What follows belongs to an exercise in optimizing a design on an open flow for small area, a short achievable clock period and few clock cycles; a production flow would make more cautious choices.
Only simulation tests tie the RTL to the original design; equivalence was not proved.

==> config.mk <==
export PLATFORM = sky130hd
export DESIGN_NAME = arm
export DESIGN_NICKNAME = arm
export VERILOG_FILES = /design/flow/design.v
export SDC_FILE = /design/flow/constraint.sdc
export NUM_CORES = 4
export LEC_CHECK = 0
export CAP_MARGIN = 20
export CORE_MARGIN = 2
export CORE_UTILIZATION = 40
export SLEW_MARGIN = 20
==> constraint.sdc <==
create_clock -name core_clock -period 14.0 [get_ports {clk}]
set_input_delay 2.8000 -clock core_clock [delete_from_list [all_inputs] [get_ports {clk}]]
set_output_delay 2.8000 -clock core_clock [all_outputs]
set_load 0.01 [all_outputs]
==> design.v <==
`timescale 1ns / 1ps
module regfile (
	input  wire        clk,
	input  wire        we3,
	input  wire [15:0] s1,
	input  wire [15:0] s2,
	input  wire [3:0]  wa3,
	input  wire [31:0] wd3,
	input  wire [31:0] r15,
	output reg  [31:0] rd1,
	output reg  [31:0] rd2
);
	reg [31:0] rf [14:0];
	always @(posedge clk)
		if (we3)
			rf[wa3] <= wd3;
	integer i;
	always @(*) begin
		rd1 = {32{s1[15]}} & r15;
		rd2 = {32{s2[15]}} & r15;
		for (i = 0; i < 15; i = i + 1) begin
			rd1 = rd1 | ({32{s1[i]}} & rf[i]);
			rd2 = rd2 | ({32{s2[i]}} & rf[i]);
		end
	end
endmodule
`timescale 1ns / 1ps
module alu (
	input  wire [31:0] a,
	input  wire [31:0] b,
	input  wire [3:0]  cmd,
	input  wire        sub,
	input  wire        lop,
	output reg  [31:0] Result,
	output wire [31:0] Sum,
	output wire [3:0]  ALUFlags
);
	wire [31:0] bb = sub ? ~b : b;
	wire [32:0] sum = {1'b0, a} + {1'b0, bb} + {32'b0, sub};
	assign Sum = sum[31:0];
	always @(*)
		if (~lop)
			Result = sum[31:0];
		else
			case (cmd)
				4'b0000, 4'b1000: Result = a & b;
				4'b0001:          Result = a ^ b;
				4'b1100:          Result = a | b;
				default:          Result = sum[31:0];
			endcase
	wire v = (a[31] ^ sum[31]) & ~(a[31] ^ bb[31]);
	assign ALUFlags = {Result[31], Result == 32'b0, sum[32], v};
endmodule
module mulstep (input wire [31:0] a, input wire [8:0] ch, input wire [23:0] as,
                input wire [23:0] ac, output wire [31:0] s, output wire [31:0] c);
  wire one0, two0, neg0;
  wire pp0_0;
  wire pp0_1;
  wire pp0_2;
  wire pp0_3;
  wire pp0_4;
  wire pp0_5;
  wire pp0_6;
  wire pp0_7;
  wire pp0_8;
  wire pp0_9;
  wire pp0_10;
  wire pp0_11;
  wire pp0_12;
  wire pp0_13;
  wire pp0_14;
  wire pp0_15;
  wire pp0_16;
  wire pp0_17;
  wire pp0_18;
  wire pp0_19;
  wire pp0_20;
  wire pp0_21;
  wire pp0_22;
  wire pp0_23;
  wire pp0_24;
  wire pp0_25;
  wire pp0_26;
  wire pp0_27;
  wire pp0_28;
  wire pp0_29;
  wire pp0_30;
  wire pp0_31;
  wire one1, two1, neg1;
  wire pp1_0;
  wire pp1_1;
  wire pp1_2;
  wire pp1_3;
  wire pp1_4;
  wire pp1_5;
  wire pp1_6;
  wire pp1_7;
  wire pp1_8;
  wire pp1_9;
  wire pp1_10;
  wire pp1_11;
  wire pp1_12;
  wire pp1_13;
  wire pp1_14;
  wire pp1_15;
  wire pp1_16;
  wire pp1_17;
  wire pp1_18;
  wire pp1_19;
  wire pp1_20;
  wire pp1_21;
  wire pp1_22;
  wire pp1_23;
  wire pp1_24;
  wire pp1_25;
  wire pp1_26;
  wire pp1_27;
  wire pp1_28;
  wire pp1_29;
  wire one2, two2, neg2;
  wire pp2_0;
  wire pp2_1;
  wire pp2_2;
  wire pp2_3;
  wire pp2_4;
  wire pp2_5;
  wire pp2_6;
  wire pp2_7;
  wire pp2_8;
  wire pp2_9;
  wire pp2_10;
  wire pp2_11;
  wire pp2_12;
  wire pp2_13;
  wire pp2_14;
  wire pp2_15;
  wire pp2_16;
  wire pp2_17;
  wire pp2_18;
  wire pp2_19;
  wire pp2_20;
  wire pp2_21;
  wire pp2_22;
  wire pp2_23;
  wire pp2_24;
  wire pp2_25;
  wire pp2_26;
  wire pp2_27;
  wire one3, two3, neg3;
  wire pp3_0;
  wire pp3_1;
  wire pp3_2;
  wire pp3_3;
  wire pp3_4;
  wire pp3_5;
  wire pp3_6;
  wire pp3_7;
  wire pp3_8;
  wire pp3_9;
  wire pp3_10;
  wire pp3_11;
  wire pp3_12;
  wire pp3_13;
  wire pp3_14;
  wire pp3_15;
  wire pp3_16;
  wire pp3_17;
  wire pp3_18;
  wire pp3_19;
  wire pp3_20;
  wire pp3_21;
  wire pp3_22;
  wire pp3_23;
  wire pp3_24;
  wire pp3_25;
  wire s1, c2;
  wire s3, c4;
  wire s5, c6;
  wire s7, c8;
  wire s9, c10;
  wire s11, c12;
  wire s13, c14;
  wire s15, c16;
  wire s17, c18;
  wire s19, c20;
  wire s21, c22;
  wire s23, c24;
  wire s25, c26;
  wire s27, c28;
  wire s29, c30;
  wire s31, c32;
  wire s33, c34;
  wire s35, c36;
  wire s37, c38;
  wire s39, c40;
  wire s41, c42;
  wire s43, c44;
  wire s45, c46;
  wire s47, c48;
  wire s49, c50;
  wire s51, c52;
  wire s53, c54;
  wire s55, c56;
  wire s57, c58;
  wire s59, c60;
  wire s61, c62;
  wire s63, c64;
  wire s65, c66;
  wire s67, c68;
  wire s69, c70;
  wire s71, c72;
  wire s73, c74;
  wire s75, c76;
  wire s77, c78;
  wire s79, c80;
  wire s81, c82;
  wire s83, c84;
  wire s85, c86;
  wire s87, c88;
  wire s89, c90;
  wire s91, c92;
  wire s93, c94;
  wire s95, c96;
  wire s97, c98;
  wire s99, c100;
  wire s101, c102;
  wire s103, c104;
  wire s105, c106;
  wire s107, c108;
  wire s109, c110;
  wire s111, c112;
  wire s113, c114;
  wire s115, c116;
  wire s117, c118;
  wire s119, c120;
  wire s121, c122;
  wire s123, c124;
  wire s125, c126;
  wire s127, c128;
  wire s129, c130;
  wire s131, c132;
  wire s133, c134;
  wire s135, c136;
  wire s137, c138;
  wire s139, c140;
  wire s141, c142;
  wire s143, c144;
  wire s145, c146;
  wire s147, c148;
  wire s149, c150;
  wire s151, c152;
  wire s153, c154;
  wire s155, c156;
  wire s157, c158;
  wire s159, c160;
  wire s161, c162;
  wire s163, c164;
  wire s165, c166;
  wire s167, c168;
  wire s169, c170;
  wire s171, c172;
  wire s173, c174;
  wire s175, c176;
  wire s177, c178;
  wire s179, c180;
  wire s181, c182;
  wire s183, c184;
  wire s185, c186;
  wire s187, c188;
  wire s189, c190;
  wire s191, c192;
  wire s193, c194;
  wire s195, c196;
  wire s197, c198;
  wire s199, c200;
  wire s201, c202;
  wire s203, c204;
  wire s205, c206;
  wire s207, c208;
  wire s209, c210;
  wire s211, c212;
  wire s213, c214;
  wire s215, c216;
  assign one0 = ch[1] ^ ch[0];
  assign two0 = (ch[2] & ~ch[1] & ~ch[0]) | (~ch[2] & ch[1] & ch[0]);
  assign neg0 = ch[2];
  assign pp0_0 = ((one0 & a[0]) | (two0 & 1'b0)) ^ neg0;
  assign pp0_1 = ((one0 & a[1]) | (two0 & a[0])) ^ neg0;
  assign pp0_2 = ((one0 & a[2]) | (two0 & a[1])) ^ neg0;
  assign pp0_3 = ((one0 & a[3]) | (two0 & a[2])) ^ neg0;
  assign pp0_4 = ((one0 & a[4]) | (two0 & a[3])) ^ neg0;
  assign pp0_5 = ((one0 & a[5]) | (two0 & a[4])) ^ neg0;
  assign pp0_6 = ((one0 & a[6]) | (two0 & a[5])) ^ neg0;
  assign pp0_7 = ((one0 & a[7]) | (two0 & a[6])) ^ neg0;
  assign pp0_8 = ((one0 & a[8]) | (two0 & a[7])) ^ neg0;
  assign pp0_9 = ((one0 & a[9]) | (two0 & a[8])) ^ neg0;
  assign pp0_10 = ((one0 & a[10]) | (two0 & a[9])) ^ neg0;
  assign pp0_11 = ((one0 & a[11]) | (two0 & a[10])) ^ neg0;
  assign pp0_12 = ((one0 & a[12]) | (two0 & a[11])) ^ neg0;
  assign pp0_13 = ((one0 & a[13]) | (two0 & a[12])) ^ neg0;
  assign pp0_14 = ((one0 & a[14]) | (two0 & a[13])) ^ neg0;
  assign pp0_15 = ((one0 & a[15]) | (two0 & a[14])) ^ neg0;
  assign pp0_16 = ((one0 & a[16]) | (two0 & a[15])) ^ neg0;
  assign pp0_17 = ((one0 & a[17]) | (two0 & a[16])) ^ neg0;
  assign pp0_18 = ((one0 & a[18]) | (two0 & a[17])) ^ neg0;
  assign pp0_19 = ((one0 & a[19]) | (two0 & a[18])) ^ neg0;
  assign pp0_20 = ((one0 & a[20]) | (two0 & a[19])) ^ neg0;
  assign pp0_21 = ((one0 & a[21]) | (two0 & a[20])) ^ neg0;
  assign pp0_22 = ((one0 & a[22]) | (two0 & a[21])) ^ neg0;
  assign pp0_23 = ((one0 & a[23]) | (two0 & a[22])) ^ neg0;
  assign pp0_24 = ((one0 & a[24]) | (two0 & a[23])) ^ neg0;
  assign pp0_25 = ((one0 & a[25]) | (two0 & a[24])) ^ neg0;
  assign pp0_26 = ((one0 & a[26]) | (two0 & a[25])) ^ neg0;
  assign pp0_27 = ((one0 & a[27]) | (two0 & a[26])) ^ neg0;
  assign pp0_28 = ((one0 & a[28]) | (two0 & a[27])) ^ neg0;
  assign pp0_29 = ((one0 & a[29]) | (two0 & a[28])) ^ neg0;
  assign pp0_30 = ((one0 & a[30]) | (two0 & a[29])) ^ neg0;
  assign pp0_31 = ((one0 & a[31]) | (two0 & a[30])) ^ neg0;
  assign one1 = ch[3] ^ ch[2];
  assign two1 = (ch[4] & ~ch[3] & ~ch[2]) | (~ch[4] & ch[3] & ch[2]);
  assign neg1 = ch[4];
  assign pp1_0 = ((one1 & a[0]) | (two1 & 1'b0)) ^ neg1;
  assign pp1_1 = ((one1 & a[1]) | (two1 & a[0])) ^ neg1;
  assign pp1_2 = ((one1 & a[2]) | (two1 & a[1])) ^ neg1;
  assign pp1_3 = ((one1 & a[3]) | (two1 & a[2])) ^ neg1;
  assign pp1_4 = ((one1 & a[4]) | (two1 & a[3])) ^ neg1;
  assign pp1_5 = ((one1 & a[5]) | (two1 & a[4])) ^ neg1;
  assign pp1_6 = ((one1 & a[6]) | (two1 & a[5])) ^ neg1;
  assign pp1_7 = ((one1 & a[7]) | (two1 & a[6])) ^ neg1;
  assign pp1_8 = ((one1 & a[8]) | (two1 & a[7])) ^ neg1;
  assign pp1_9 = ((one1 & a[9]) | (two1 & a[8])) ^ neg1;
  assign pp1_10 = ((one1 & a[10]) | (two1 & a[9])) ^ neg1;
  assign pp1_11 = ((one1 & a[11]) | (two1 & a[10])) ^ neg1;
  assign pp1_12 = ((one1 & a[12]) | (two1 & a[11])) ^ neg1;
  assign pp1_13 = ((one1 & a[13]) | (two1 & a[12])) ^ neg1;
  assign pp1_14 = ((one1 & a[14]) | (two1 & a[13])) ^ neg1;
  assign pp1_15 = ((one1 & a[15]) | (two1 & a[14])) ^ neg1;
  assign pp1_16 = ((one1 & a[16]) | (two1 & a[15])) ^ neg1;
  assign pp1_17 = ((one1 & a[17]) | (two1 & a[16])) ^ neg1;
  assign pp1_18 = ((one1 & a[18]) | (two1 & a[17])) ^ neg1;
  assign pp1_19 = ((one1 & a[19]) | (two1 & a[18])) ^ neg1;
  assign pp1_20 = ((one1 & a[20]) | (two1 & a[19])) ^ neg1;
  assign pp1_21 = ((one1 & a[21]) | (two1 & a[20])) ^ neg1;
  assign pp1_22 = ((one1 & a[22]) | (two1 & a[21])) ^ neg1;
  assign pp1_23 = ((one1 & a[23]) | (two1 & a[22])) ^ neg1;
  assign pp1_24 = ((one1 & a[24]) | (two1 & a[23])) ^ neg1;
  assign pp1_25 = ((one1 & a[25]) | (two1 & a[24])) ^ neg1;
  assign pp1_26 = ((one1 & a[26]) | (two1 & a[25])) ^ neg1;
  assign pp1_27 = ((one1 & a[27]) | (two1 & a[26])) ^ neg1;
  assign pp1_28 = ((one1 & a[28]) | (two1 & a[27])) ^ neg1;
  assign pp1_29 = ((one1 & a[29]) | (two1 & a[28])) ^ neg1;
  assign one2 = ch[5] ^ ch[4];
  assign two2 = (ch[6] & ~ch[5] & ~ch[4]) | (~ch[6] & ch[5] & ch[4]);
  assign neg2 = ch[6];
  assign pp2_0 = ((one2 & a[0]) | (two2 & 1'b0)) ^ neg2;
  assign pp2_1 = ((one2 & a[1]) | (two2 & a[0])) ^ neg2;
  assign pp2_2 = ((one2 & a[2]) | (two2 & a[1])) ^ neg2;
  assign pp2_3 = ((one2 & a[3]) | (two2 & a[2])) ^ neg2;
  assign pp2_4 = ((one2 & a[4]) | (two2 & a[3])) ^ neg2;
  assign pp2_5 = ((one2 & a[5]) | (two2 & a[4])) ^ neg2;
  assign pp2_6 = ((one2 & a[6]) | (two2 & a[5])) ^ neg2;
  assign pp2_7 = ((one2 & a[7]) | (two2 & a[6])) ^ neg2;
  assign pp2_8 = ((one2 & a[8]) | (two2 & a[7])) ^ neg2;
  assign pp2_9 = ((one2 & a[9]) | (two2 & a[8])) ^ neg2;
  assign pp2_10 = ((one2 & a[10]) | (two2 & a[9])) ^ neg2;
  assign pp2_11 = ((one2 & a[11]) | (two2 & a[10])) ^ neg2;
  assign pp2_12 = ((one2 & a[12]) | (two2 & a[11])) ^ neg2;
  assign pp2_13 = ((one2 & a[13]) | (two2 & a[12])) ^ neg2;
  assign pp2_14 = ((one2 & a[14]) | (two2 & a[13])) ^ neg2;
  assign pp2_15 = ((one2 & a[15]) | (two2 & a[14])) ^ neg2;
  assign pp2_16 = ((one2 & a[16]) | (two2 & a[15])) ^ neg2;
  assign pp2_17 = ((one2 & a[17]) | (two2 & a[16])) ^ neg2;
  assign pp2_18 = ((one2 & a[18]) | (two2 & a[17])) ^ neg2;
  assign pp2_19 = ((one2 & a[19]) | (two2 & a[18])) ^ neg2;
  assign pp2_20 = ((one2 & a[20]) | (two2 & a[19])) ^ neg2;
  assign pp2_21 = ((one2 & a[21]) | (two2 & a[20])) ^ neg2;
  assign pp2_22 = ((one2 & a[22]) | (two2 & a[21])) ^ neg2;
  assign pp2_23 = ((one2 & a[23]) | (two2 & a[22])) ^ neg2;
  assign pp2_24 = ((one2 & a[24]) | (two2 & a[23])) ^ neg2;
  assign pp2_25 = ((one2 & a[25]) | (two2 & a[24])) ^ neg2;
  assign pp2_26 = ((one2 & a[26]) | (two2 & a[25])) ^ neg2;
  assign pp2_27 = ((one2 & a[27]) | (two2 & a[26])) ^ neg2;
  assign one3 = ch[7] ^ ch[6];
  assign two3 = (ch[8] & ~ch[7] & ~ch[6]) | (~ch[8] & ch[7] & ch[6]);
  assign neg3 = ch[8];
  assign pp3_0 = ((one3 & a[0]) | (two3 & 1'b0)) ^ neg3;
  assign pp3_1 = ((one3 & a[1]) | (two3 & a[0])) ^ neg3;
  assign pp3_2 = ((one3 & a[2]) | (two3 & a[1])) ^ neg3;
  assign pp3_3 = ((one3 & a[3]) | (two3 & a[2])) ^ neg3;
  assign pp3_4 = ((one3 & a[4]) | (two3 & a[3])) ^ neg3;
  assign pp3_5 = ((one3 & a[5]) | (two3 & a[4])) ^ neg3;
  assign pp3_6 = ((one3 & a[6]) | (two3 & a[5])) ^ neg3;
  assign pp3_7 = ((one3 & a[7]) | (two3 & a[6])) ^ neg3;
  assign pp3_8 = ((one3 & a[8]) | (two3 & a[7])) ^ neg3;
  assign pp3_9 = ((one3 & a[9]) | (two3 & a[8])) ^ neg3;
  assign pp3_10 = ((one3 & a[10]) | (two3 & a[9])) ^ neg3;
  assign pp3_11 = ((one3 & a[11]) | (two3 & a[10])) ^ neg3;
  assign pp3_12 = ((one3 & a[12]) | (two3 & a[11])) ^ neg3;
  assign pp3_13 = ((one3 & a[13]) | (two3 & a[12])) ^ neg3;
  assign pp3_14 = ((one3 & a[14]) | (two3 & a[13])) ^ neg3;
  assign pp3_15 = ((one3 & a[15]) | (two3 & a[14])) ^ neg3;
  assign pp3_16 = ((one3 & a[16]) | (two3 & a[15])) ^ neg3;
  assign pp3_17 = ((one3 & a[17]) | (two3 & a[16])) ^ neg3;
  assign pp3_18 = ((one3 & a[18]) | (two3 & a[17])) ^ neg3;
  assign pp3_19 = ((one3 & a[19]) | (two3 & a[18])) ^ neg3;
  assign pp3_20 = ((one3 & a[20]) | (two3 & a[19])) ^ neg3;
  assign pp3_21 = ((one3 & a[21]) | (two3 & a[20])) ^ neg3;
  assign pp3_22 = ((one3 & a[22]) | (two3 & a[21])) ^ neg3;
  assign pp3_23 = ((one3 & a[23]) | (two3 & a[22])) ^ neg3;
  assign pp3_24 = ((one3 & a[24]) | (two3 & a[23])) ^ neg3;
  assign pp3_25 = ((one3 & a[25]) | (two3 & a[24])) ^ neg3;
  assign s1 = pp0_6 ^ pp1_4;
  assign c2 = pp0_6 & pp1_4;
  assign s3 = pp0_7 ^ pp1_5;
  assign c4 = pp0_7 & pp1_5;
  assign s5 = pp0_8 ^ pp1_6 ^ pp2_4;
  assign c6 = (pp0_8 & pp1_6) | (pp0_8 & pp2_4) | (pp1_6 & pp2_4);
  assign s7 = pp3_2 ^ as[0];
  assign c8 = pp3_2 & as[0];
  assign s9 = pp0_9 ^ pp1_7 ^ pp2_5;
  assign c10 = (pp0_9 & pp1_7) | (pp0_9 & pp2_5) | (pp1_7 & pp2_5);
  assign s11 = pp3_3 ^ as[1] ^ ac[1];
  assign c12 = (pp3_3 & as[1]) | (pp3_3 & ac[1]) | (as[1] & ac[1]);
  assign s13 = pp0_10 ^ pp1_8 ^ pp2_6;
  assign c14 = (pp0_10 & pp1_8) | (pp0_10 & pp2_6) | (pp1_8 & pp2_6);
  assign s15 = pp3_4 ^ as[2] ^ ac[2];
  assign c16 = (pp3_4 & as[2]) | (pp3_4 & ac[2]) | (as[2] & ac[2]);
  assign s17 = pp0_11 ^ pp1_9 ^ pp2_7;
  assign c18 = (pp0_11 & pp1_9) | (pp0_11 & pp2_7) | (pp1_9 & pp2_7);
  assign s19 = pp3_5 ^ as[3] ^ ac[3];
  assign c20 = (pp3_5 & as[3]) | (pp3_5 & ac[3]) | (as[3] & ac[3]);
  assign s21 = pp0_12 ^ pp1_10 ^ pp2_8;
  assign c22 = (pp0_12 & pp1_10) | (pp0_12 & pp2_8) | (pp1_10 & pp2_8);
  assign s23 = pp3_6 ^ as[4] ^ ac[4];
  assign c24 = (pp3_6 & as[4]) | (pp3_6 & ac[4]) | (as[4] & ac[4]);
  assign s25 = pp0_13 ^ pp1_11 ^ pp2_9;
  assign c26 = (pp0_13 & pp1_11) | (pp0_13 & pp2_9) | (pp1_11 & pp2_9);
  assign s27 = pp3_7 ^ as[5] ^ ac[5];
  assign c28 = (pp3_7 & as[5]) | (pp3_7 & ac[5]) | (as[5] & ac[5]);
  assign s29 = pp0_14 ^ pp1_12 ^ pp2_10;
  assign c30 = (pp0_14 & pp1_12) | (pp0_14 & pp2_10) | (pp1_12 & pp2_10);
  assign s31 = pp3_8 ^ as[6] ^ ac[6];
  assign c32 = (pp3_8 & as[6]) | (pp3_8 & ac[6]) | (as[6] & ac[6]);
  assign s33 = pp0_15 ^ pp1_13 ^ pp2_11;
  assign c34 = (pp0_15 & pp1_13) | (pp0_15 & pp2_11) | (pp1_13 & pp2_11);
  assign s35 = pp3_9 ^ as[7] ^ ac[7];
  assign c36 = (pp3_9 & as[7]) | (pp3_9 & ac[7]) | (as[7] & ac[7]);
  assign s37 = pp0_16 ^ pp1_14 ^ pp2_12;
  assign c38 = (pp0_16 & pp1_14) | (pp0_16 & pp2_12) | (pp1_14 & pp2_12);
  assign s39 = pp3_10 ^ as[8] ^ ac[8];
  assign c40 = (pp3_10 & as[8]) | (pp3_10 & ac[8]) | (as[8] & ac[8]);
  assign s41 = pp0_17 ^ pp1_15 ^ pp2_13;
  assign c42 = (pp0_17 & pp1_15) | (pp0_17 & pp2_13) | (pp1_15 & pp2_13);
  assign s43 = pp3_11 ^ as[9] ^ ac[9];
  assign c44 = (pp3_11 & as[9]) | (pp3_11 & ac[9]) | (as[9] & ac[9]);
  assign s45 = pp0_18 ^ pp1_16 ^ pp2_14;
  assign c46 = (pp0_18 & pp1_16) | (pp0_18 & pp2_14) | (pp1_16 & pp2_14);
  assign s47 = pp3_12 ^ as[10] ^ ac[10];
  assign c48 = (pp3_12 & as[10]) | (pp3_12 & ac[10]) | (as[10] & ac[10]);
  assign s49 = pp0_19 ^ pp1_17 ^ pp2_15;
  assign c50 = (pp0_19 & pp1_17) | (pp0_19 & pp2_15) | (pp1_17 & pp2_15);
  assign s51 = pp3_13 ^ as[11] ^ ac[11];
  assign c52 = (pp3_13 & as[11]) | (pp3_13 & ac[11]) | (as[11] & ac[11]);
  assign s53 = pp0_20 ^ pp1_18 ^ pp2_16;
  assign c54 = (pp0_20 & pp1_18) | (pp0_20 & pp2_16) | (pp1_18 & pp2_16);
  assign s55 = pp3_14 ^ as[12] ^ ac[12];
  assign c56 = (pp3_14 & as[12]) | (pp3_14 & ac[12]) | (as[12] & ac[12]);
  assign s57 = pp0_21 ^ pp1_19 ^ pp2_17;
  assign c58 = (pp0_21 & pp1_19) | (pp0_21 & pp2_17) | (pp1_19 & pp2_17);
  assign s59 = pp3_15 ^ as[13] ^ ac[13];
  assign c60 = (pp3_15 & as[13]) | (pp3_15 & ac[13]) | (as[13] & ac[13]);
  assign s61 = pp0_22 ^ pp1_20 ^ pp2_18;
  assign c62 = (pp0_22 & pp1_20) | (pp0_22 & pp2_18) | (pp1_20 & pp2_18);
  assign s63 = pp3_16 ^ as[14] ^ ac[14];
  assign c64 = (pp3_16 & as[14]) | (pp3_16 & ac[14]) | (as[14] & ac[14]);
  assign s65 = pp0_23 ^ pp1_21 ^ pp2_19;
  assign c66 = (pp0_23 & pp1_21) | (pp0_23 & pp2_19) | (pp1_21 & pp2_19);
  assign s67 = pp3_17 ^ as[15] ^ ac[15];
  assign c68 = (pp3_17 & as[15]) | (pp3_17 & ac[15]) | (as[15] & ac[15]);
  assign s69 = pp0_24 ^ pp1_22 ^ pp2_20;
  assign c70 = (pp0_24 & pp1_22) | (pp0_24 & pp2_20) | (pp1_22 & pp2_20);
  assign s71 = pp3_18 ^ as[16] ^ ac[16];
  assign c72 = (pp3_18 & as[16]) | (pp3_18 & ac[16]) | (as[16] & ac[16]);
  assign s73 = pp0_25 ^ pp1_23 ^ pp2_21;
  assign c74 = (pp0_25 & pp1_23) | (pp0_25 & pp2_21) | (pp1_23 & pp2_21);
  assign s75 = pp3_19 ^ as[17] ^ ac[17];
  assign c76 = (pp3_19 & as[17]) | (pp3_19 & ac[17]) | (as[17] & ac[17]);
  assign s77 = pp0_26 ^ pp1_24 ^ pp2_22;
  assign c78 = (pp0_26 & pp1_24) | (pp0_26 & pp2_22) | (pp1_24 & pp2_22);
  assign s79 = pp3_20 ^ as[18] ^ ac[18];
  assign c80 = (pp3_20 & as[18]) | (pp3_20 & ac[18]) | (as[18] & ac[18]);
  assign s81 = pp0_27 ^ pp1_25 ^ pp2_23;
  assign c82 = (pp0_27 & pp1_25) | (pp0_27 & pp2_23) | (pp1_25 & pp2_23);
  assign s83 = pp3_21 ^ as[19] ^ ac[19];
  assign c84 = (pp3_21 & as[19]) | (pp3_21 & ac[19]) | (as[19] & ac[19]);
  assign s85 = pp0_28 ^ pp1_26 ^ pp2_24;
  assign c86 = (pp0_28 & pp1_26) | (pp0_28 & pp2_24) | (pp1_26 & pp2_24);
  assign s87 = pp3_22 ^ as[20] ^ ac[20];
  assign c88 = (pp3_22 & as[20]) | (pp3_22 & ac[20]) | (as[20] & ac[20]);
  assign s89 = pp0_29 ^ pp1_27 ^ pp2_25;
  assign c90 = (pp0_29 & pp1_27) | (pp0_29 & pp2_25) | (pp1_27 & pp2_25);
  assign s91 = pp3_23 ^ as[21] ^ ac[21];
  assign c92 = (pp3_23 & as[21]) | (pp3_23 & ac[21]) | (as[21] & ac[21]);
  assign s93 = pp0_30 ^ pp1_28 ^ pp2_26;
  assign c94 = (pp0_30 & pp1_28) | (pp0_30 & pp2_26) | (pp1_28 & pp2_26);
  assign s95 = pp3_24 ^ as[22] ^ ac[22];
  assign c96 = (pp3_24 & as[22]) | (pp3_24 & ac[22]) | (as[22] & ac[22]);
  assign s97 = pp0_31 ^ pp1_29 ^ pp2_27;
  assign c98 = (pp0_31 & pp1_29) | (pp0_31 & pp2_27) | (pp1_29 & pp2_27);
  assign s99 = pp3_25 ^ as[23] ^ ac[23];
  assign c100 = (pp3_25 & as[23]) | (pp3_25 & ac[23]) | (as[23] & ac[23]);
  assign s101 = pp0_4 ^ pp1_2;
  assign c102 = pp0_4 & pp1_2;
  assign s103 = pp0_5 ^ pp1_3;
  assign c104 = pp0_5 & pp1_3;
  assign s105 = s1 ^ pp2_2 ^ pp3_0;
  assign c106 = (s1 & pp2_2) | (s1 & pp3_0) | (pp2_2 & pp3_0);
  assign s107 = s3 ^ pp2_3 ^ pp3_1;
  assign c108 = (s3 & pp2_3) | (s3 & pp3_1) | (pp2_3 & pp3_1);
  assign s109 = s5 ^ s7 ^ ac[0];
  assign c110 = (s5 & s7) | (s5 & ac[0]) | (s7 & ac[0]);
  assign s111 = s9 ^ s11 ^ c6;
  assign c112 = (s9 & s11) | (s9 & c6) | (s11 & c6);
  assign s113 = s13 ^ s15 ^ c10;
  assign c114 = (s13 & s15) | (s13 & c10) | (s15 & c10);
  assign s115 = s17 ^ s19 ^ c14;
  assign c116 = (s17 & s19) | (s17 & c14) | (s19 & c14);
  assign s117 = s21 ^ s23 ^ c18;
  assign c118 = (s21 & s23) | (s21 & c18) | (s23 & c18);
  assign s119 = s25 ^ s27 ^ c22;
  assign c120 = (s25 & s27) | (s25 & c22) | (s27 & c22);
  assign s121 = s29 ^ s31 ^ c26;
  assign c122 = (s29 & s31) | (s29 & c26) | (s31 & c26);
  assign s123 = s33 ^ s35 ^ c30;
  assign c124 = (s33 & s35) | (s33 & c30) | (s35 & c30);
  assign s125 = s37 ^ s39 ^ c34;
  assign c126 = (s37 & s39) | (s37 & c34) | (s39 & c34);
  assign s127 = s41 ^ s43 ^ c38;
  assign c128 = (s41 & s43) | (s41 & c38) | (s43 & c38);
  assign s129 = s45 ^ s47 ^ c42;
  assign c130 = (s45 & s47) | (s45 & c42) | (s47 & c42);
  assign s131 = s49 ^ s51 ^ c46;
  assign c132 = (s49 & s51) | (s49 & c46) | (s51 & c46);
  assign s133 = s53 ^ s55 ^ c50;
  assign c134 = (s53 & s55) | (s53 & c50) | (s55 & c50);
  assign s135 = s57 ^ s59 ^ c54;
  assign c136 = (s57 & s59) | (s57 & c54) | (s59 & c54);
  assign s137 = s61 ^ s63 ^ c58;
  assign c138 = (s61 & s63) | (s61 & c58) | (s63 & c58);
  assign s139 = s65 ^ s67 ^ c62;
  assign c140 = (s65 & s67) | (s65 & c62) | (s67 & c62);
  assign s141 = s69 ^ s71 ^ c66;
  assign c142 = (s69 & s71) | (s69 & c66) | (s71 & c66);
  assign s143 = s73 ^ s75 ^ c70;
  assign c144 = (s73 & s75) | (s73 & c70) | (s75 & c70);
  assign s145 = s77 ^ s79 ^ c74;
  assign c146 = (s77 & s79) | (s77 & c74) | (s79 & c74);
  assign s147 = s81 ^ s83 ^ c78;
  assign c148 = (s81 & s83) | (s81 & c78) | (s83 & c78);
  assign s149 = s85 ^ s87 ^ c82;
  assign c150 = (s85 & s87) | (s85 & c82) | (s87 & c82);
  assign s151 = s89 ^ s91 ^ c86;
  assign c152 = (s89 & s91) | (s89 & c86) | (s91 & c86);
  assign s153 = s93 ^ s95 ^ c90;
  assign c154 = (s93 & s95) | (s93 & c90) | (s95 & c90);
  assign s155 = s97 ^ s99 ^ c94;
  assign c156 = (s97 & s99) | (s97 & c94) | (s99 & c94);
  assign s157 = pp0_2 ^ pp1_0;
  assign c158 = pp0_2 & pp1_0;
  assign s159 = pp0_3 ^ pp1_1;
  assign c160 = pp0_3 & pp1_1;
  assign s161 = s101 ^ pp2_0 ^ neg2;
  assign c162 = (s101 & pp2_0) | (s101 & neg2) | (pp2_0 & neg2);
  assign s163 = s103 ^ pp2_1 ^ c102;
  assign c164 = (s103 & pp2_1) | (s103 & c102) | (pp2_1 & c102);
  assign s165 = s105 ^ neg3 ^ c104;
  assign c166 = (s105 & neg3) | (s105 & c104) | (neg3 & c104);
  assign s167 = s107 ^ c2 ^ c106;
  assign c168 = (s107 & c2) | (s107 & c106) | (c2 & c106);
  assign s169 = s109 ^ c4 ^ c108;
  assign c170 = (s109 & c4) | (s109 & c108) | (c4 & c108);
  assign s171 = s111 ^ c8 ^ c110;
  assign c172 = (s111 & c8) | (s111 & c110) | (c8 & c110);
  assign s173 = s113 ^ c12 ^ c112;
  assign c174 = (s113 & c12) | (s113 & c112) | (c12 & c112);
  assign s175 = s115 ^ c16 ^ c114;
  assign c176 = (s115 & c16) | (s115 & c114) | (c16 & c114);
  assign s177 = s117 ^ c20 ^ c116;
  assign c178 = (s117 & c20) | (s117 & c116) | (c20 & c116);
  assign s179 = s119 ^ c24 ^ c118;
  assign c180 = (s119 & c24) | (s119 & c118) | (c24 & c118);
  assign s181 = s121 ^ c28 ^ c120;
  assign c182 = (s121 & c28) | (s121 & c120) | (c28 & c120);
  assign s183 = s123 ^ c32 ^ c122;
  assign c184 = (s123 & c32) | (s123 & c122) | (c32 & c122);
  assign s185 = s125 ^ c36 ^ c124;
  assign c186 = (s125 & c36) | (s125 & c124) | (c36 & c124);
  assign s187 = s127 ^ c40 ^ c126;
  assign c188 = (s127 & c40) | (s127 & c126) | (c40 & c126);
  assign s189 = s129 ^ c44 ^ c128;
  assign c190 = (s129 & c44) | (s129 & c128) | (c44 & c128);
  assign s191 = s131 ^ c48 ^ c130;
  assign c192 = (s131 & c48) | (s131 & c130) | (c48 & c130);
  assign s193 = s133 ^ c52 ^ c132;
  assign c194 = (s133 & c52) | (s133 & c132) | (c52 & c132);
  assign s195 = s135 ^ c56 ^ c134;
  assign c196 = (s135 & c56) | (s135 & c134) | (c56 & c134);
  assign s197 = s137 ^ c60 ^ c136;
  assign c198 = (s137 & c60) | (s137 & c136) | (c60 & c136);
  assign s199 = s139 ^ c64 ^ c138;
  assign c200 = (s139 & c64) | (s139 & c138) | (c64 & c138);
  assign s201 = s141 ^ c68 ^ c140;
  assign c202 = (s141 & c68) | (s141 & c140) | (c68 & c140);
  assign s203 = s143 ^ c72 ^ c142;
  assign c204 = (s143 & c72) | (s143 & c142) | (c72 & c142);
  assign s205 = s145 ^ c76 ^ c144;
  assign c206 = (s145 & c76) | (s145 & c144) | (c76 & c144);
  assign s207 = s147 ^ c80 ^ c146;
  assign c208 = (s147 & c80) | (s147 & c146) | (c80 & c146);
  assign s209 = s149 ^ c84 ^ c148;
  assign c210 = (s149 & c84) | (s149 & c148) | (c84 & c148);
  assign s211 = s151 ^ c88 ^ c150;
  assign c212 = (s151 & c88) | (s151 & c150) | (c88 & c150);
  assign s213 = s153 ^ c92 ^ c152;
  assign c214 = (s153 & c92) | (s153 & c152) | (c92 & c152);
  assign s215 = s155 ^ c96 ^ c154;
  assign c216 = (s155 & c96) | (s155 & c154) | (c96 & c154);
  assign s = {s215, s213, s211, s209, s207, s205, s203, s201, s199, s197, s195, s193, s191, s189, s187, s185, s183, s181, s179, s177, s175, s173, s171, s169, s167, s165, s163, s161, s159, s157, pp0_1, pp0_0};
  assign c = {c214, c212, c210, c208, c206, c204, c202, c200, c198, c196, c194, c192, c190, c188, c186, c184, c182, c180, c178, c176, c174, c172, c170, c168, c166, c164, c162, c160, c158, neg1, 1'b0, neg0};
endmodule
`timescale 1ns / 1ps
module condcheck (
	input wire [3:0] Cond,
	input wire [3:0] Flags,
	output reg CondEx
);
	wire neg, zero, carry, overflow;
	wire ge;
	assign {neg, zero, carry, overflow} = Flags;
	assign ge = (neg == overflow);
	always @(*) begin
		case (Cond)
			4'b0000: CondEx = zero;
			4'b0001: CondEx = ~zero;
			4'b0010: CondEx = carry;
			4'b0011: CondEx = ~carry;
			4'b0100: CondEx = neg;
			4'b0101: CondEx = ~neg;
			4'b0110: CondEx = overflow;
			4'b0111: CondEx = ~overflow;
			4'b1000: CondEx = carry & ~zero;
			4'b1001: CondEx = ~(carry & ~zero);
			4'b1010: CondEx = ge;
			4'b1011: CondEx = ~ge;
			4'b1100: CondEx = ~zero & ge;
			4'b1101: CondEx = ~(~zero & ge);
			4'b1110: CondEx = 1'b1;
			default: CondEx = 1'b0;
		endcase
	end
endmodule
`timescale 1ns / 1ps
module arm (
	input  wire        clk,
	input  wire        reset,
	output wire        MemWrite,
	output wire [31:0] Adr,
	output wire [31:0] WriteData,
	input  wire [31:0] ReadData
);
	reg  [31:0] areg;     
	reg  [31:0] yr;       
	reg  [31:2] fpc;      
	reg         ev;       
	reg  [31:0] ir;       
	reg  [31:28] althi;   
	reg         ptk;      
	reg  [31:0] A, B;     
	reg  [3:0]  src1, src2;  
	reg         bimm;     
	reg  [3:0]  wa;       
	reg         ml, mw;   
	reg  [3:0]  mrd;      
	reg  [2:0]  mcnt;     
	reg  [3:0]  flags;    
	wire mcyc = ml | mw;
	wire [3:0] cmd    = ir[24:21];
	wire       sbit   = ir[20];
	wire       is_b   = ir[27];
	wire       is_mem = ~ir[27] & ir[26];
	wire       is_mul = ~ir[27] & ~ir[26] & ~ir[25] & ir[7];
	wire       is_dp  = ~ir[27] & ~ir[26] & ~is_mul;
	wire pass;
	condcheck cc (.Cond(ir[31:28]), .Flags(flags), .CondEx(pass));
	wire ev_now = ev & ~mcyc;
	wire ex = ev_now & pass;
	wire mulfin = mcnt == 3'd4;
	wire mulbusy = ex & is_mul & ~mulfin;
	wire ldst = ex & is_mem;
	wire mispred = ev_now & is_b & (pass ^ ptk);
	wire [31:2] alt = {althi, ir[25:0]};
	wire fetch = ~mcyc & ~mulbusy;
	wire [31:0] op2 = is_mem ? {20'b0, ir[11:0]} : B;
	wire sub = ~is_mem & (cmd == 4'b0010);
	wire [31:0] res, sum;
	wire [3:0] aflags;
	alu alu (.a(A), .b(op2), .cmd(cmd), .sub(sub), .lop(is_dp),
	         .Result(res), .Sum(sum), .ALUFlags(aflags));
	wire ewe = ex & (is_dp | mulfin);    
	wire first = mcnt == 3'd0;
	wire [31:0] ps, pc;
	mulstep ms (.a(B), .ch(A[31:23]), .as(first ? 24'b0 : areg[23:0]),
	            .ac(first ? 24'b0 : yr[23:0]), .s(ps), .c(pc));
	wire setnz = ex & sbit & (is_dp | mulfin);
	wire setcv = ex & sbit & is_dp &
	             ((cmd == 4'b0100) | (cmd == 4'b0010) | (cmd == 4'b1010) | (cmd == 4'b1011));
	always @(posedge clk or posedge reset)
		if (reset)
			flags <= 4'b0;
		else begin
			if (setnz) flags[3:2] <= {res[31], res == 32'b0};
			if (setcv) flags[1:0] <= aflags[1:0];
		end
	wire [31:0] RD = ReadData;
	wire f_mem  = ~RD[27] & RD[26];
	wire f_mul  = ~RD[27] & ~RD[26] & ~RD[25] & RD[7];
	wire f_imm8 = ~RD[27] & ~RD[26] & RD[25];
	wire [3:0] rs1 = f_mul ? RD[11:8] : RD[19:16];
	wire [3:0] rs2 = f_mem ? RD[15:12] : RD[3:0];
	wire [3:0] rdst = f_mul ? RD[19:16] : RD[15:12];
	wire [31:2] fa4 = areg[31:2] + 30'd1;
	wire [31:0] r15 = {areg[31:2] + 30'd2, 2'b00};
	wire [31:2] ftgt = areg[31:2] + 30'd2 + {{6{RD[23]}}, RD[23:0]};
	wire pred = RD[27] & ((RD[31:28] == 4'b1110) | RD[23]);
	wire [31:2] pnext = pred ? ftgt : fa4;
	wire [31:2] palt = pred ? fa4 : ftgt;
	wire [31:0] rd1, rd2;
	wire we = ml | ewe;
	regfile rf (.clk(clk), .we3(we), .s1(16'b1 << rs1), .s2(16'b1 << rs2),
	            .wa3(ml ? mrd : wa), .wd3(ml ? ReadData : res),
	            .r15(r15), .rd1(rd1), .rd2(rd2));
	wire byp1 = ewe & (wa == rs1);
	wire byp2 = ewe & (wa == rs2);
	always @(posedge clk or posedge reset)
		if (reset) begin
			areg <= 32'b0;
			ev <= 1'b0;
			ml <= 1'b0;
			mw <= 1'b0;
			mcnt <= 3'd0;
		end else begin
			if (ldst)
				areg <= sum;
			else if (mispred)
				areg <= {alt, 2'b00};
			else if (mcyc)
				areg <= {fpc, 2'b00};
			else if (mulbusy)
				areg <= (mcnt == 3'd3) ? {fpc, 2'b00} : ps;
			else
				areg <= {pnext, 2'b00};
			if (fetch)
				ev <= ~mispred;
			ml <= ldst & ir[20];
			mw <= ldst & ~ir[20];
			mcnt <= mulbusy ? mcnt + 3'd1 : 3'd0;
		end
	always @(posedge clk) begin
		if (fetch) begin
			fpc <= pnext;
			if (RD[27])
				{althi, ir} <= {palt[31:28], RD[31:26], palt[27:2]};
			else
				{althi, ir} <= {4'b0, RD};
			ptk <= pred;
			A <= byp1 ? res : rd1;
			B <= f_imm8 ? {24'b0, RD[7:0]} : (byp2 ? res : rd2);
			src1 <= rs1;
			src2 <= rs2;
			bimm <= f_imm8;
			wa <= rdst;
		end else if (ml) begin
			if (src1 == mrd) A <= ReadData;
			if (src2 == mrd && !bimm) B <= ReadData;
		end else if (mulbusy) begin
			if (mcnt == 3'd3) begin
				A <= ps;
				B <= pc;
			end else
				A <= {A[23:0], 8'b0};
		end
		mrd <= wa;
		yr <= mulbusy ? pc : B;
	end
	assign Adr = areg;
	assign MemWrite = mw;
	assign WriteData = yr;
endmodule
==> flow/run.sh <==
#!/bin/bash
set -euo pipefail
bash standard.sh SETUP_SLACK_MARGIN=9 TNS_END_PERCENT=10 finish > standard.log 2>&1
==> standard.sh <==
#!/bin/bash
# synth_recipe.tcl (not shown) runs the flow's synth.tcl, then flattens the netlist and writes it again
# the make line also repeats each setting of config.mk as NAME=value (left out here)
make -C /OpenROAD-flow-scripts/flow DESIGN_CONFIG=/design/flow/config.mk WORK_HOME=/design/flow/orfs CLKGATE_MAP_FILE= SYNTH_SCRIPT=/design/flow/synth_recipe.tcl "${@:-finish}"
==> results of run 1 <==
how the worst max path moves through the flow:
stage	startpoint	to	slack, ns	cells after the start
floorplan	ReadData[26]	A[4]$_DFFE_PP_	8.76	13
global placement	ReadData[26]	B[25]$_DFFE_PP_	5.86	12
detailed placement	ReadData[26]	B[25]$_DFFE_PP_	5.84	12
CTS	ReadData[7]	A[15]$_DFFE_PP_	8.89	18
global route	ReadData[27]	A[17]$_DFFE_PP_	8.65	17
finish	ReadData[7]	A[14]$_DFFE_PP_	8.65	18
state kept, by name (all words and copies together), names as in the netlist, 3 cells and up:
name,cells
rf.rf,480
src1,4
fpc,30
src2,4
B,32
ir,32
A,32
althi,4
flags,4
mcnt,3
wa,4
mrd,4
areg,32
yr,32
routing by layer:
layer  GRT usage  vias up
met2       0.554     4370
met4       0.330       12
li1            -    18100
met1       0.472    21900
met3       0.159     1344
met5           0        -
metrics by stage:
step,cells,util
after floorplan,4704,-
after global placement,6098,0.431
after detailed placement,6100,0.432
after CTS,6415,0.484
after global routing,6455,0.491
final,6469,0.491
worst register-to-register path, cell delays in order (launching register included):
cell      delay (ns)
dfrtp_2         0.52
ha_1            0.29
and3_1          0.23
and2_2          0.29
nand2_1         0.29
nor2_1          0.10
xnor2_1         0.48
inv_1           0.37
ha_4            0.38
and4_4          0.23
nand3_2         0.09
o31ai_2         0.26
a31o_4          0.16
o21ai_2         0.07
xnor2_1         0.23
nor2_1          0.09
a21oi_2         0.27
nand2_1         0.10
a222oi_1        0.59
kinds of logic (layout without fill, tap and decap cells):
logic type | count (synthesis) | after routing | synth area share
flops | 702 | 702 | 0.445
other cells | 0 | 16 | 0
buf+inv | 623 | 859 | 0.0521
fa+ha+maj | 305 | 305 | 0.0950
mux | 121 | 121 | 0.0281
compound gates | 1521 | 1521 | 0.225
simple gates | 1251 | 1252 | 0.120
xor+xnor | 181 | 181 | 0.0344
cell type report:
cell class,count,share of cell area
diodes,16,0.000713
flip-flops and latches,702,0.365
well taps,1512,0.0337
clock buffers,95,0.0374
clock inverters,54,0.0119
repair buffers,486,0.0886
multi-input cells,3380,0.447
inverters,224,0.0157
cells in the mapped netlist (28+ instances only):
| cell type | count | area, µm² |
|---|---|---|
| o2111ai_1 | 28 | 245 |
| o211ai_1 | 93 | 698 |
| mux2i_1 | 65 | 651 |
| a21o_1 | 30 | 225 |
| a222oi_1 | 47 | 470 |
| fa_1 | 98 | 1960 |
| or3_1 | 79 | 494 |
| o221ai_1 | 36 | 315 |
| a31oi_1 | 32 | 200 |
| nand3_1 | 78 | 390 |
| xor2_1 | 84 | 736 |
| a21oi_1 | 306 | 1530 |
| a22oi_1 | 233 | 1750 |
| inv_1 | 217 | 815 |
| ha_1 | 136 | 1700 |
| dfrtp_1 | 42 | 1050 |
| dfxtp_1 | 36 | 721 |
| xnor2_1 | 97 | 850 |
| mux2_2 | 55 | 619 |
| buf_2 | 45 | 225 |
| nor2_1 | 336 | 1260 |
| nand2_1 | 557 | 2090 |
| nand4_1 | 61 | 382 |
| edfxtp_1 | 624 | 18700 |
| maj3_1 | 71 | 711 |
| o21ai_0 | 323 | 1620 |
| a22o_1 | 92 | 806 |
| and3_1 | 29 | 181 |
| a221oi_1 | 129 | 1130 |
| nor3_1 | 33 | 165 |
| clkbuf_1 | 287 | 1080 |
| buf_1 | 65 | 244 |
what timing repair did:
action | in CTS | in global routing
pin swaps | 88 | 46
cloned | 15 | 2
gates resized for setup | 366 | 118
buffers inserted | 151 | 36
endpoints found under the setup margin | 469 | 325
==> notes.md, run 1 <==
status - timing/DRC/antenna clean
critical path cell sequence - buf_6 -> buf_6 -> nor4b_4 -> buf_4 -> buf_6 -> buf_6 -> mux2i_4 -> buf_12 -> buf_12 -> nand2_8 -> nor2_4 -> buf_6 -> a22o_1 -> a221oi_4 -> o2111ai_2 -> a211o_1 -> o211ai_1 -> o211ai_1
Primary FF master, synth - edfxtp_1
hold slack - 0.464 ns
H-tree level count - 3
Port-buffer cells - 98
CTS root buf - clkbuf_16
mapped cell area - 46100 µm²
met3 wire length - 36800 µm
Worst R2R Setup Slack - 8.78 ns
worst r2r path cells - 18
cell count after synthesis - 4704
capturing point of the worst reg2reg path - areg[24]$_DFF_PP0_
Initial DRT Pass Iterations - 15
drt total wl - 241000 µm
Filler cells - 10200
Final nets - 5142
crit path launch type - input port
worst hold-check path type - flop to flop
clock buffer count from CTS - 80
Multi-input gate area - 25100 µm²
Max stage delay on crit path - 0.36 ns
Register Area - 20500 µm²
met2 wire len - 96100 µm
Max stage delay cell, worst path - a211o_1
post-route setup TNS - 0 ns
critical-path maximum fanout - 9
Synth cell types - 81
DR DRC count - 0
EDFF count, synth - 624
later-pin clock latency in the skew report - 0.71 ns
post-synth net total - 4972
initial drt markers - 8490
setup violators final - 0
Die ar. - 118000 µm²
RSZ-0062 raised after global routing - yes
Max Cap Viol - 0
leading cell types in the layout, fill and taps excluded - 624 x edfxtp_1, 542 x nand2_1, 289 x a21oi_1, 289 x buf_4, 285 x nor2_1
grt total ovfl - 0
dpl cell area - 49400 µm²
Initial Util - 0.403
Worst Max-Slew Pin Slew - 1.36 ns
min-delay src - mcnt[0]$_DFF_PP0_
die width - 343 µm
DP HPWL - 155000 µm
Antenna Violating Nets Remaining - 0
R2R Path Start - areg[3]$_DFF_PP0_
final period utilization - 0.382
Design Area, Final - 56200 µm²
routability cong. - 1.06
top layer in use - met5
share of cells above drive strength 1 - 0.179
vias in the first global route - 41500
vias per cell - 7.07
FP Rows - 124
Worst Hold End - mcnt[0]$_DFF_PP0_
Crit path max-delay family - compound AO/OA/AOI/OAI gates
initial antenna violation count - 21
Worst setup EP type - flop
num ports - 99
Final Hold Vio Count - 0
Die Y - 343 µm
Bufs and invs on worst path - 8
FFs w/ async S/R, synth - 0.0598
Reg clk slew, reported paths - 0.07 ns
Synth Area per Inst - 9.79 µm²
sequential share of the synthesized area - 0.445
Final Skew - 0.0609 ns
Slew Limit Fails - 0
CTS Sinks - 702
via count - 45700
synth warn - 4
Final min period - 5.35 ns
Fmax - 0.187 GHz
clk buf depth - 3
most frequent CP cell - buf_6
Crit path arrival time - 5.75 ns
WS Path Type - input port to flop
worst setup margin - 8.65 ns
CTS tree - yes
Hold Path Cell Cnt - 1
Layout Area Growth over Synthesis - 21.9%
first-pass GRT wire length - 327000 µm
register bit total from synthesis - 702
commonest non-fill, non-tap cell in the layout - edfxtp_1
cts hold-fix bufs - 0
Core Box Area - 114000 µm²
Req. time, crit path - 14.40 ns
pre-CTS WS - 5.84 ns
WL/cell - 37.2 µm
pin count of the biggest net entering global routing - 82
worst rel slew slack - 0.0936
Met1 Routed Length - 81300 µm
Total GRT Usage - 0.394
Testbench counts, summed over its fixed seeds: cycles 36,909.
==> run 2, diff against run 1 <==
--- a/design.v
+++ b/design.v
@@ -672,16 +672,23 @@
 	reg  [31:0] yr;       
 	reg  [31:2] fpc;      
-	reg         ev;       
-	reg  [31:0] ir;       
-	reg  [31:28] althi;   
-	reg         ptk;      
-	reg  [31:0] A, B;     
-	reg  [3:0]  src1, src2;  
-	reg         bimm;     
-	reg  [3:0]  wa;       
 	reg         ml, mw;   
 	reg  [3:0]  mrd;      
 	reg  [2:0]  mcnt;     
 	reg  [3:0]  flags;    
+	reg         dv;
+	reg  [31:0] dir;      
+	reg  [31:28] dalthi;  
+	reg         dptk;     
+	reg  [3:0]  drs1, drs2;  
+	reg         dimm8;    
+	reg  [3:0]  dwa;      
+	reg         ev;
+	reg  [31:0] ir;
+	reg  [31:28] althi;
+	reg         ptk;
+	reg  [31:0] A, B;
+	reg  [3:0]  src1, src2;
+	reg         bimm;
+	reg  [3:0]  wa;
 	wire mcyc = ml | mw;
 	wire [3:0] cmd    = ir[24:21];
@@ -700,5 +707,5 @@
 	wire mispred = ev_now & is_b & (pass ^ ptk);
 	wire [31:2] alt = {althi, ir[25:0]};
-	wire fetch = ~mcyc & ~mulbusy;
+	wire adv = ~mcyc & ~mulbusy;    
 	wire [31:0] op2 = is_mem ? {20'b0, ir[11:0]} : B;
 	wire sub = ~is_mem & (cmd == 4'b0010);
@@ -722,44 +729,45 @@
 			if (setcv) flags[1:0] <= aflags[1:0];
 		end
+	wire [31:2] fa4 = areg[31:2] + 30'd1;
+	wire [31:0] rd1, rd2;
+	wire we = ml | ewe;
+	regfile rf (.clk(clk), .we3(we), .s1(16'b1 << drs1), .s2(16'b1 << drs2),
+	            .wa3(ml ? mrd : wa), .wd3(ml ? ReadData : res),
+	            .r15({fa4, 2'b00}), .rd1(rd1), .rd2(rd2));
+	wire byp1 = ewe & (wa == drs1);
+	wire byp2 = ewe & (wa == drs2);
 	wire [31:0] RD = ReadData;
 	wire f_mem  = ~RD[27] & RD[26];
 	wire f_mul  = ~RD[27] & ~RD[26] & ~RD[25] & RD[7];
-	wire f_imm8 = ~RD[27] & ~RD[26] & RD[25];
 	wire [3:0] rs1 = f_mul ? RD[11:8] : RD[19:16];
 	wire [3:0] rs2 = f_mem ? RD[15:12] : RD[3:0];
-	wire [3:0] rdst = f_mul ? RD[19:16] : RD[15:12];
-	wire [31:2] fa4 = areg[31:2] + 30'd1;
-	wire [31:0] r15 = {areg[31:2] + 30'd2, 2'b00};
-	wire [31:2] ftgt = areg[31:2] + 30'd2 + {{6{RD[23]}}, RD[23:0]};
+	wire [31:3] f8hi = areg[31:3] + 29'd1;
+	wire [31:2] ftgt = {f8hi, areg[2]} + {{6{RD[23]}}, RD[23:0]};
 	wire pred = RD[27] & ((RD[31:28] == 4'b1110) | RD[23]);
 	wire [31:2] pnext = pred ? ftgt : fa4;
 	wire [31:2] palt = pred ? fa4 : ftgt;
-	wire [31:0] rd1, rd2;
-	wire we = ml | ewe;
-	regfile rf (.clk(clk), .we3(we), .s1(16'b1 << rs1), .s2(16'b1 << rs2),
-	            .wa3(ml ? mrd : wa), .wd3(ml ? ReadData : res),
-	            .r15(r15), .rd1(rd1), .rd2(rd2));
-	wire byp1 = ewe & (wa == rs1);
-	wire byp2 = ewe & (wa == rs2);
 	always @(posedge clk or posedge reset)
 		if (reset) begin
 			areg <= 32'b0;
 			ev <= 1'b0;
+			dv <= 1'b0;
 			ml <= 1'b0;
 			mw <= 1'b0;
 			mcnt <= 3'd0;
 		end else begin
-			if (ldst)
+			if (~ldst & ~mispred & ~mcyc & ~mulbusy)
+				areg <= {pnext, 2'b00};
+			else if (ldst)
 				areg <= sum;
 			else if (mispred)
 				areg <= {alt, 2'b00};
-			else if (mcyc)
-				areg <= {fpc, 2'b00};
-			else if (mulbusy)
-				areg <= (mcnt == 3'd3) ? {fpc, 2'b00} : ps;
+			else if (mulbusy & (mcnt != 3'd3))
+				areg <= ps;
 			else
-				areg <= {pnext, 2'b00};
-			if (fetch)
-				ev <= ~mispred;
+				areg <= {fpc, 2'b00};
+			if (adv) begin
+				ev <= dv & ~mispred;
+				dv <= ~mispred;
+			end
 			ml <= ldst & ir[20];
 			mw <= ldst & ~ir[20];
@@ -767,17 +775,23 @@
 		end
 	always @(posedge clk) begin
-		if (fetch) begin
+		if (adv) begin
 			fpc <= pnext;
 			if (RD[27])
-				{althi, ir} <= {palt[31:28], RD[31:26], palt[27:2]};
+				{dalthi, dir} <= {palt[31:28], RD[31:26], palt[27:2]};
 			else
-				{althi, ir} <= {4'b0, RD};
-			ptk <= pred;
+				{dalthi, dir} <= {4'b0, RD};
+			dptk <= pred;
+			drs1 <= rs1;
+			drs2 <= rs2;
+			dimm8 <= ~RD[27] & ~RD[26] & RD[25];
+			dwa <= f_mul ? RD[19:16] : RD[15:12];
+			{althi, ir} <= {dalthi, dir};
+			ptk <= dptk;
 			A <= byp1 ? res : rd1;
-			B <= f_imm8 ? {24'b0, RD[7:0]} : (byp2 ? res : rd2);
-			src1 <= rs1;
-			src2 <= rs2;
-			bimm <= f_imm8;
-			wa <= rdst;
+			B <= dimm8 ? {24'b0, dir[7:0]} : (byp2 ? res : rd2);
+			src1 <= drs1;
+			src2 <= drs2;
+			bimm <= dimm8;
+			wa <= dwa;
 		end else if (ml) begin
 			if (src1 == mrd) A <= ReadData;
==> flow/run.sh (replaced) <==
#!/bin/bash
set -euo pipefail
bash standard.sh SETUP_SLACK_MARGIN=9.7 TNS_END_PERCENT=10 finish > standard.log 2>&1
--- a/config.mk
+++ b/config.mk
@@ -6,6 +6,6 @@
 export NUM_CORES = 4
 export LEC_CHECK = 0
-export CAP_MARGIN = 20
+export CAP_MARGIN = 30
 export CORE_MARGIN = 2
 export CORE_UTILIZATION = 40
-export SLEW_MARGIN = 20
+export SLEW_MARGIN = 30
==> notes.md, run 2 <==
status - timing/DRC/antenna clean
DP HPWL - 141000 µm
worst rel slew slack - 0.200
synth top area cells - edfxtp_1 43%, a22oi_1 5.2%, nand2_1 4.2%
top layer in use - met5
initial drt markers - 7492
register bit total from synthesis - 753
H-tree level count - 3
Reg clk slew, reported paths - 0.07 ns
later-pin clock latency in the skew report - 0.71 ns
setup violators final - 0
Port-buffer cells - 98
pin count of the biggest net entering global routing - 93
clk buf depth - 3
drt total wl - 222000 µm
Antenna Violating Nets Remaining - 0
Die Y - 347 µm
sequential share of the synthesized area - 0.467
grt total ovfl - 0
WL/cell - 35.0 µm
Final min period - 5.07 ns
Final Hold Vio Count - 0
CTS Sinks - 753
FFs w/ async S/R, synth - 0.0571
Hold Path Cell Cnt - 0
Synth cell types - 84
Initial Util - 0.405
worst r2r path cells - 18
Met1 Routed Length - 78300 µm
Top reg by flops - rf.rf
EDFF count, synth - 674
Layout Area Growth over Synthesis - 19.3%
num ports - 99
FP Rows - 125
final core utilization - 0.483
Fmax - 0.197 GHz
routability cong. - 1.02
Worst Max-Slew Pin Slew - 1.19 ns
synth warn - 4
R2R Path Start - areg[4]$_DFF_PP0_
post-synth net total - 4943
Worst setup EP type - flop
worst hold-check path type - flop to flop
via count - 43800
Final Skew - 0.0287 ns
final period utilization - 0.362
die width - 347 µm
commonest non-fill, non-tap cell in the layout - edfxtp_1
number of flip-flops in the largest register - 480
DR DRC count - 0
critical path cell sequence - buf_2 -> ha_4 -> a21o_1 -> a21oi_1 -> a2bb2oi_1 -> a21oi_1 -> a211o_1 -> a31o_4 -> a31o_4 -> a21oi_4 -> xor2_2 -> a21oi_2 -> a221o_1
cell count after synthesis - 4675
vias in the first global route - 40400
Total GRT Usage - 0.353
vias per cell - 6.90
Primary FF master, synth - edfxtp_1
Max stage delay on crit path - 0.37 ns
Crit path arrival time - 5.65 ns
mapped cell area - 47100 µm²
WS Path Type - input port to flop
Slew Limit Fails - 0
RSZ-0062 raised after global routing - yes
most common cell in the synthesized netlist - edfxtp_1
min-delay src - dir[13]$_DFFE_PP_
Synth area leader - edfxtp_1
initial antenna violation count - 14
met2 wire len - 93900 µm
list of most frequent post-synthesis cells - 674 x edfxtp_1, 531 x nand2_1, 342 x clkbuf_1
met3 wire length - 30900 µm
Initial DRT Pass Iterations - 8
Final nets - 5012
crit path launch type - input port
Req. time, crit path - 14.57 ns
critical-path maximum fanout - 6
clock buffer count from CTS - 84
CTS root buf - clkbuf_16
CTS tree - yes
Worst Hold End - ir[13]$_DFFE_PP_
Synth Area per Inst - 10.1 µm²
Synth top area share - 0.429
first-pass GRT wire length - 305000 µm
capturing point of the worst reg2reg path - areg[29]$_DFF_PP0_
Worst R2R Setup Slack - 9.01 ns
post-route setup TNS - 0 ns
share of cells above drive strength 1 - 0.174
Max Cap Viol - 0
leading cell types in the layout, fill and taps excluded - 674 x edfxtp_1, 520 x nand2_1, 329 x a22oi_1
Core Box Area - 117000 µm²
Max stage delay cell, worst path - a211o_1
Die ar. - 121000 µm²
[run 2: final cells by class]
| cell class | count | area (µm²) |
|---|---|---|
| fill | 10500 | 60300 |
| multi-input combinational | 3315 | 25100 |
| sequential | 753 | 22000 |
| timing repair buffer | 378 | 3570 |
| clock buffer | 101 | 2200 |
| tap | 1524 | 1910 |
| inverter | 210 | 812 |
| clock inverter | 55 | 599 |
| antenna | 7 | 17.5 |
| timing repair inverter | 2 | 15.0 |
[run 2: kinds of logic (layout without fill, tap and decap cells)]
group / Yosys count / count (layout) / share of synthesized area
adder cells (fa/ha/maj): 305 / 305 / 0.0928
flip-flops: 753 / 753 / 0.467
AO/OA/AOI/OAI: 1472 / 1472 / 0.212
other: 0 / 7 / 0
AND/OR/NAND/NOR: 1251 / 1253 / 0.121
multiplexers: 123 / 124 / 0.0280
XOR/XNOR: 161 / 161 / 0.0299
buffers and inverters: 610 / 746 / 0.0490
[run 2: critical path, delay by kind of cell]
kind	cells	cell delay (ns)
xor+xnor	1	0.24
buf+inv	1	0.21
compound gates	10	2.11
fa+ha+maj	1	0.27
[run 2: stage by stage]
stage               worst slack, ns  std cells  hold slack, ns  cell area [µm²]
floorplan                      8.56       4675           0.346            47200
detailed placement             7.59       6048           0.407            50100
global placement               7.63       6047           0.401            50100
global route                   8.81       6339           0.408            56200
CTS                            8.99       6269           0.411            54500
finish                         8.93       6345           0.418            56300
[run 2: worst max-delay path by stage]
stage / start / end / slack, ns / cells after the start
after global placement: ReadData[3] / areg[29]$_DFF_PP0_ / 7.63 / 13
after CTS: ReadData[0] / dalthi[30]$_SDFFCE_PN0P_ / 8.99 / 14
after detailed placement: ReadData[3] / areg[29]$_DFF_PP0_ / 7.59 / 13
after global routing: ReadData[16] / areg[29]$_DFF_PP0_ / 8.81 / 13
after floorplan: ReadData[0] / dalthi[30]$_SDFFCE_PN0P_ / 8.56 / 13
final: ReadData[16] / areg[29]$_DFF_PP0_ / 8.93 / 13
[run 2: metal layers]
layer | vias to the layer above | track usage
li1 | 17800 | -
met1 | 21300 | 0.441
met2 | 3756 | 0.521
met3 | 927 | 0.107
met4 | 12 | 0.251
met5 | - | 0
[run 2: repair_timing]
item                       in CTS  in global routing
setup buffers                  57                 60
gates resized for setup       295                239
setup endpoints to repair     770                587
pin swaps                      77                 93
hold buffers                    0                  0
gates cloned                    8                  9
Testbench counts of run 2, summed over its fixed seeds: cycles 37,962.

[static timing again, ports no longer ideal]
No port has a modelled driver above. Below, the same layouts with a new extraction and two added sets of constraints. Step 1, drivers: a clkbuf_16 drives clk and a buf_2 each remaining input, both assumed. Step 2 adds t to the input delays and takes it off the output delays; t is the mean of the earliest and latest rising clock arrival at the registers after step 1. Input paths then give back, and output paths get back, about the clock's delay inside the block. a / b / c = ideal ports / drivers / drivers and shift; a / b = the first two.
| run | t, ns | setup slack, ns | worst hold slack (ns) | worst setup path after step 2 | latest minus earliest clock arrival (ns) |
|---|---|---|---|---|---|
| run 1 | 0.750 | 8.645 / 8.672 / 7.922 | 0.464 / 0.464 / 0.464 | input to register | 0.061 / 0.061 |
| run 2 | 0.770 | 8.925 / 8.936 / 8.199 | 0.418 / 0.418 / 0.418 | input to register | 0.033 / 0.033 |
After both steps every run listed still meets setup and hold. For run 2, which loses most, drivers alone change the setup slack by +0.011 ns; drivers and shift together by -0.726 ns.
